From an optimization exercise on the open Yosys and OpenROAD flow, aimed at small area; shortcuts taken in it are not production practice.
The RTL was checked by simulation tests, not by an equivalence proof against the original design.

==> job 4192: inputs <==
## FIR_filter
module FIR_filter(data_in,data_out,reset,CLK,music);
input wire signed [15:0] data_in;
output wire signed [31:0] data_out;
input reset;
input music;
input CLK;
reg [15:0] r0;
reg [15:0] r1;
reg [15:0] r2;
reg [15:0] r3;
reg [15:0] r4;
reg [15:0] r5;
reg [15:0] r6;
reg [15:0] r7;
reg [15:0] r8;
reg [15:0] r9;
reg [15:0] r10;
reg [15:0] r11;
reg [15:0] r12;
reg [15:0] r13;
reg [15:0] r14;
reg [15:0] r15;
reg [15:0] r16;
reg [15:0] r17;
reg [15:0] r18;
always @(posedge CLK or negedge reset)
  if (!reset) begin
    r0 <= 16'd0;
    r1 <= 16'd0;
    r2 <= 16'd0;
    r3 <= 16'd0;
    r4 <= 16'd0;
    r5 <= 16'd0;
    r6 <= 16'd0;
    r7 <= 16'd0;
    r8 <= 16'd0;
    r9 <= 16'd0;
    r10 <= 16'd0;
    r11 <= 16'd0;
    r12 <= 16'd0;
    r13 <= 16'd0;
    r14 <= 16'd0;
    r15 <= 16'd0;
    r16 <= 16'd0;
    r17 <= 16'd0;
    r18 <= 16'd0;
  end else begin
    r0 <= data_in;
    r1 <= r0;
    r2 <= r1;
    r3 <= r2;
    r4 <= r3;
    r5 <= r4;
  ...
export LEC_CHECK = 0
export CAP_MARGIN = 20
export CORE_MARGIN = 2
export CORE_UTILIZATION = 40
export CTS_BUF_LIST = sky130_fd_sc_hd__clkbuf_4
export SLEW_MARGIN = 20
create_clock -name core_clock -period 8.0 [get_ports {CLK}]
standard.sh (not shown) runs the stock make flow with config.mk's settings and CLKGATE_MAP_FILE= SYNTH_SCRIPT=/design/flow/synth_recipe.tcl, a recipe that flattens the netlist after the stock synthesis.
==> flow/flow/run.sh <==
#!/bin/bash
# Standard ORFS synthesis, then a netlist pass that re-chooses the polarity
# of the full-adder cells (a full adder is self-dual) to drop the inverters
# Yosys' extract_fa leaves between adders, then the standard layout.
set -euo pipefail
W=$(pwd)
R=$W/orfs/results/$FLOW_PLATFORM/FIR_filter/base
bash standard.sh synth > $W/synth.log 2>&1
cp $R/1_2_yosys.v $W/1_2_yosys.std.v
python3 $W/flow/polar.py $W/1_2_yosys.std.v $W/1_2_yosys.pol.v > $W/polar.log 2>&1
cp $W/1_2_yosys.pol.v $R/1_2_yosys.v
rm -f $R/1_synth.odb $R/1_synth.sdc
bash standard.sh finish > $W/layout.log 2>&1
==> flow/flow/polar.py <==
#!/usr/bin/env python3
"""Re-choose the polarity of full-adder cells in a flat Yosys netlist.

A full adder is self-dual: FA(~a,~b,~c) = (~sum, ~cout).  Yosys' extract_fa
picks each adder's polarity locally, which leaves many inverters between
adders.  This script flips adders (inverting all three inputs and both
outputs) to minimise the number of inverters needed, then rewrites the
netlist with one shared inverter per signal that needs its complement.
The logic function of every net that is used by a non-adder cell, a
register or a port is unchanged.

usage: polar.py in.v out.v
"""
import re, sys, random, os

INV_TYPES = ('sky130_fd_sc_hd__inv_', 'sky130_fd_sc_hd__clkinv_')
FA_TYPE = 'sky130_fd_sc_hd__fa_'
OUT_PINS = {'X', 'Y', 'Q', 'Q_N', 'SUM', 'COUT', 'HI', 'LO'}

src = open(sys.argv[1]).read()
cell_re = re.compile(r'^(\s*)(sky130_fd_sc_hd__\w+)\s+(\\\S+\s|\S+)\s*\((.*?)\);\n', re.S | re.M)
pin_re = re.compile(r'\.(\w+)\(\s*(\\\S+\s|[^()\s]+)\s*\)')


def norm(n):
    return n.strip()


cells = []   # dict(type,name,pins{pin:net}, span)
for m in cell_re.finditer(src):
    pins = {p: norm(n) for p, n in pin_re.findall(m.group(4))}
    cells.append(dict(type=m.group(2), name=m.group(3).strip(), pins=pins, span=m.span(), indent=m.group(1)))

# ports
ports = set()
mod = re.search(r'module\s+\w+\s*\((.*?)\);', src, re.S)
decl = {}
for kind, rng, names in re.findall(r'^\s*(input|output)\s*(\[[^\]]*\])?\s*([^;]+);', src, re.M):
    for nm in names.split(','):
        nm = nm.strip()
        if rng:
            hi, lo = [int(x) for x in rng[1:-1].split(':')]
            for i in range(min(hi, lo), max(hi, lo) + 1):
                ports.add('%s[%d]' % (nm, i))
        ports.add(nm)

driver = {}
for c in cells:
    for p, n in c['pins'].items():
        if p in OUT_PINS:
            driver[n] = c

is_inv = lambda c: c['type'].startswith(INV_TYPES)
is_fa = lambda c: c['type'].startswith(FA_TYPE)


def root(n):
    par = 0
    seen = 0
    while n in driver and is_inv(driver[n]) and n not in ports:
        n = driver[n]['pins']['A']
        par ^= 1
        seen += 1
        if seen > 50: raise Exception('loop')
    return n, par


# inverters whose output is a port stay as they are (treated as ordinary cells)
removable = [c for c in cells if is_inv(c) and c['pins']['Y'] not in ports]
keep_cells = [c for c in cells if not (is_inv(c) and c['pins']['Y'] not in ports)]

fas = [c for c in keep_cells if is_fa(c)]
fa_idx = {id(c): i for i, c in enumerate(fas)}
# fixed FAs: drive a port directly
fixed = set()
for i, c in enumerate(fas):
    if c['pins']['SUM'] in ports or c['pins']['COUT'] in ports:
        fixed.add(i)

# consumers: (root, parity_needed_relative_to_root_value, fa_index or None, cell, pin)
uses = {}   # root -> list of (fa or -1, parity)
consumers = []
for c in keep_cells:
    for p, n in c['pins'].items():
        if p in OUT_PINS: continue
        if p == 'CLK' or p == 'RESET_B' or p == 'SET_B':
            r, par = root(n)
            consumers.append((c, p, r, par, -1))
            uses.setdefault(r, []).append((-1, par))
            continue
        r, par = root(n)
        f = fa_idx.get(id(c), -1)
        consumers.append((c, p, r, par, f))
        uses.setdefault(r, []).append((f, par))

drv_fa = {}
for i, c in enumerate(fas):
    drv_fa[c['pins']['SUM']] = i
    drv_fa[c['pins']['COUT']] = i

flip = [0] * len(fas)


def root_cost(r):
    d = drv_fa.get(r, -1)
    av = flip[d] if d >= 0 else 0
    for f, par in uses.get(r, []):
        need = par ^ (flip[f] if f >= 0 else 0)
        if need != av:
            return 1
    return 0


fa_roots = []
for i, c in enumerate(fas):
    rs = set()
    rs.add(c['pins']['SUM']); rs.add(c['pins']['COUT'])
    for p in ('A', 'B', 'CIN'):
        rs.add(root(c['pins'][p])[0])
    fa_roots.append(rs)


def total():
    return sum(root_cost(r) for r in uses)


before_inv = len(removable)
best = total()
import math
rng = random.Random(12345)
cur = best
best_flip = flip[:]
free = [i for i in range(len(fas)) if i not in fixed]
NIT = int(os.environ.get('POLAR_ITERS', '400000'))
T0 = 1.0
for it in range(NIT):
    T = T0 * (1 - it / NIT) + 0.01
    i = free[rng.randrange(len(free))]
    rs = fa_roots[i]
    c0 = sum(root_cost(r) for r in rs)
    flip[i] ^= 1
    c1 = sum(root_cost(r) for r in rs)
    d = c1 - c0
    if d <= 0 or rng.random() < math.exp(-d / T):
        cur += d
        if cur < best:
            best = cur
            best_flip = flip[:]
    else:
        flip[i] ^= 1
flip[:] = best_flip
# final greedy polish
improved = True
while improved:
    improved = False
    for i in free:
        rs = fa_roots[i]
        c0 = sum(root_cost(r) for r in rs)
        flip[i] ^= 1
        c1 = sum(root_cost(r) for r in rs)
        if c1 < c0: improved = True
        else: flip[i] ^= 1
after = total()

# rewrite
inv_net = {}
new_cells = []
ninv = 0


def inv_of(r):
    global ninv
    if r not in inv_net:
        ninv += 1
        nm = 'pol_n%d' % ninv
        inv_net[r] = nm
        new_cells.append('  sky130_fd_sc_hd__inv_1 pol_i%d (\n    .A(%s),\n    .Y(%s)\n  );\n' % (ninv, esc(r), nm))
    return inv_net[r]


def esc(n):
    return n + ' ' if n.startswith('\\') else n


newpins = {}
for (c, p, r, par, f) in consumers:
    d = drv_fa.get(r, -1)
    av = flip[d] if d >= 0 else 0
    need = par ^ (flip[f] if f >= 0 else 0)
    newpins[(id(c), p)] = r if need == av else inv_of(r)

out = []
pos = 0
for c in cells:
    s, e = c['span']
    out.append(src[pos:s])
    pos = e
    if is_inv(c) and c['pins']['Y'] not in ports:
        continue
    pins = []
    for p, n in c['pins'].items():
        if (id(c), p) in newpins:
            n = newpins[(id(c), p)]
        pins.append('    .%s(%s)' % (p, esc(n)))
    out.append('%s%s %s (\n%s\n  );\n' % (c['indent'], c['type'], esc(c['name']), ',\n'.join(pins)))
tail = src[pos:]
i = tail.rfind('endmodule')
decls = ''.join('  wire %s;\n' % nm for nm in inv_net.values())
out.append(tail[:i] + decls + ''.join(new_cells) + tail[i:])
open(sys.argv[2], 'w').write(''.join(out))
print('fa %d fixed %d; inverters %d -> %d (model %d -> %d)' % (len(fas), len(fixed), before_inv, ninv, best, after))
==> inputs of job 1964, as changes to job 4192 <==
CTS_BUF_LIST = sky130_fd_sc_hd__clkbuf_8   (was sky130_fd_sc_hd__clkbuf_4)
==> inputs of job 5466, as changes to job 4192 <==
--- a/flow/flow/polar.py
+++ b/flow/flow/polar.py
@@ -11,7 +11,7 @@
 
 usage: polar.py in.v out.v
 """
-import re, sys, random, os
+import re, sys, random
 
 INV_TYPES = ('sky130_fd_sc_hd__inv_', 'sky130_fd_sc_hd__clkinv_')
 FA_TYPE = 'sky130_fd_sc_hd__fa_'
@@ -126,40 +126,25 @@
 
 before_inv = len(removable)
 best = total()
-import math
-rng = random.Random(12345)
-cur = best
-best_flip = flip[:]
-free = [i for i in range(len(fas)) if i not in fixed]
-NIT = int(os.environ.get('POLAR_ITERS', '400000'))
-T0 = 1.0
-for it in range(NIT):
-    T = T0 * (1 - it / NIT) + 0.01
-    i = free[rng.randrange(len(free))]
-    rs = fa_roots[i]
-    c0 = sum(root_cost(r) for r in rs)
-    flip[i] ^= 1
-    c1 = sum(root_cost(r) for r in rs)
-    d = c1 - c0
-    if d <= 0 or rng.random() < math.exp(-d / T):
-        cur += d
-        if cur < best:
-            best = cur
-            best_flip = flip[:]
-    else:
-        flip[i] ^= 1
-flip[:] = best_flip
-# final greedy polish
 improved = True
-while improved:
+it = 0
+while improved and it < 100:
     improved = False
-    for i in free:
+    it += 1
+    order = list(range(len(fas)))
+    random.Random(it).shuffle(order)
+    for i in order:
+        if i in fixed: continue
         rs = fa_roots[i]
         c0 = sum(root_cost(r) for r in rs)
         flip[i] ^= 1
         c1 = sum(root_cost(r) for r in rs)
-        if c1 < c0: improved = True
-        else: flip[i] ^= 1
+        if c1 < c0:
+            improved = True
+        elif c1 == c0 and random.Random(i * 7 + it).random() < 0.3:
+            pass
+        else:
+            flip[i] ^= 1
 after = total()
 
 # rewrite
CTS_BUF_LIST = not set   (was sky130_fd_sc_hd__clkbuf_4)
==> qor summary <==
| metric | job 1964 | job 4192 | job 5466 |
|---|---|---|---|
| Clock buffer count | 75 | 140 | 55 |
| Max Clock Skew | 0.05546 ns | 0.06106 ns | 0.01865 ns |
| Std-Cell Rows | 92 | 92 | 93 |
| Number of global-route vias before repair | 14.55k | 14.88k | 14.69k |
| Run status | finished clean | finished clean | finished clean |
| Area inside the core boundary | 63,080 sq um | 63,080 sq um | 64,350 sq um |
| Number of well taps | 846 | 846 | 855 |
| Met2 wirelength from detailed routing | 30.20 mm | 30.51 mm | 30.24 mm |
| Hold Path Sink | r3[12]$_DFF_PN0_ | r3[12]$_DFF_PN0_ | r2[13]$_DFF_PN0_ |
| Pin count of the biggest net entering global routing | 168 | 168 | 169 |
| Number of cells on the critical path | 17 | 17 | 19 |
| Fraction of area in registers | 0.3239 | 0.3245 | 0.3169 |
| Post-Syn Nets | 2,201 | 2,201 | 2,305 |
| Startpoint of the worst register-to-register path | r9[0]$_DFF_PN0_ | r5[0]$_DFF_PN0_ | r7[0]$_DFF_PN0_ |
| Placed instance area | 27,200 sq um | 27,200 sq um | 27,660 sq um |
| Non-clock buffer total of the final layout | 91 | 92 | 98 |
| Htree depth | 2 | 3 | 2 |

static timing again, ports no longer ideal:
In the flow no input, the clock included, has a driving cell. The finished layouts below were timed again as built, in two steps. Step 1, drivers: a clkbuf_16 drives CLK and a buf_2 each remaining input, both assumed. Step 2 times the ports against the registers' clock, not the clock port: input delays grow and output delays shrink by t, the midpoint of the rising clock arrivals with the driver on. a / b / c = no drivers / after step 1 / after step 2; a / b = the first two.
run	t, ns	setup slack, ns	latest minus earliest clock arrival (ns)	pins driven straight from the clock port
job 4192	0.879	0.283 / 0.283 / 0.283	0.070 / 0.070	1
job 1964	0.706	0.271 / 0.271 / 0.271	0.060 / 0.060	1
job 5466	0.621	0.232 / 0.232 / 0.232	0.019 / 0.019	1
After both steps every run listed still meets setup and hold.
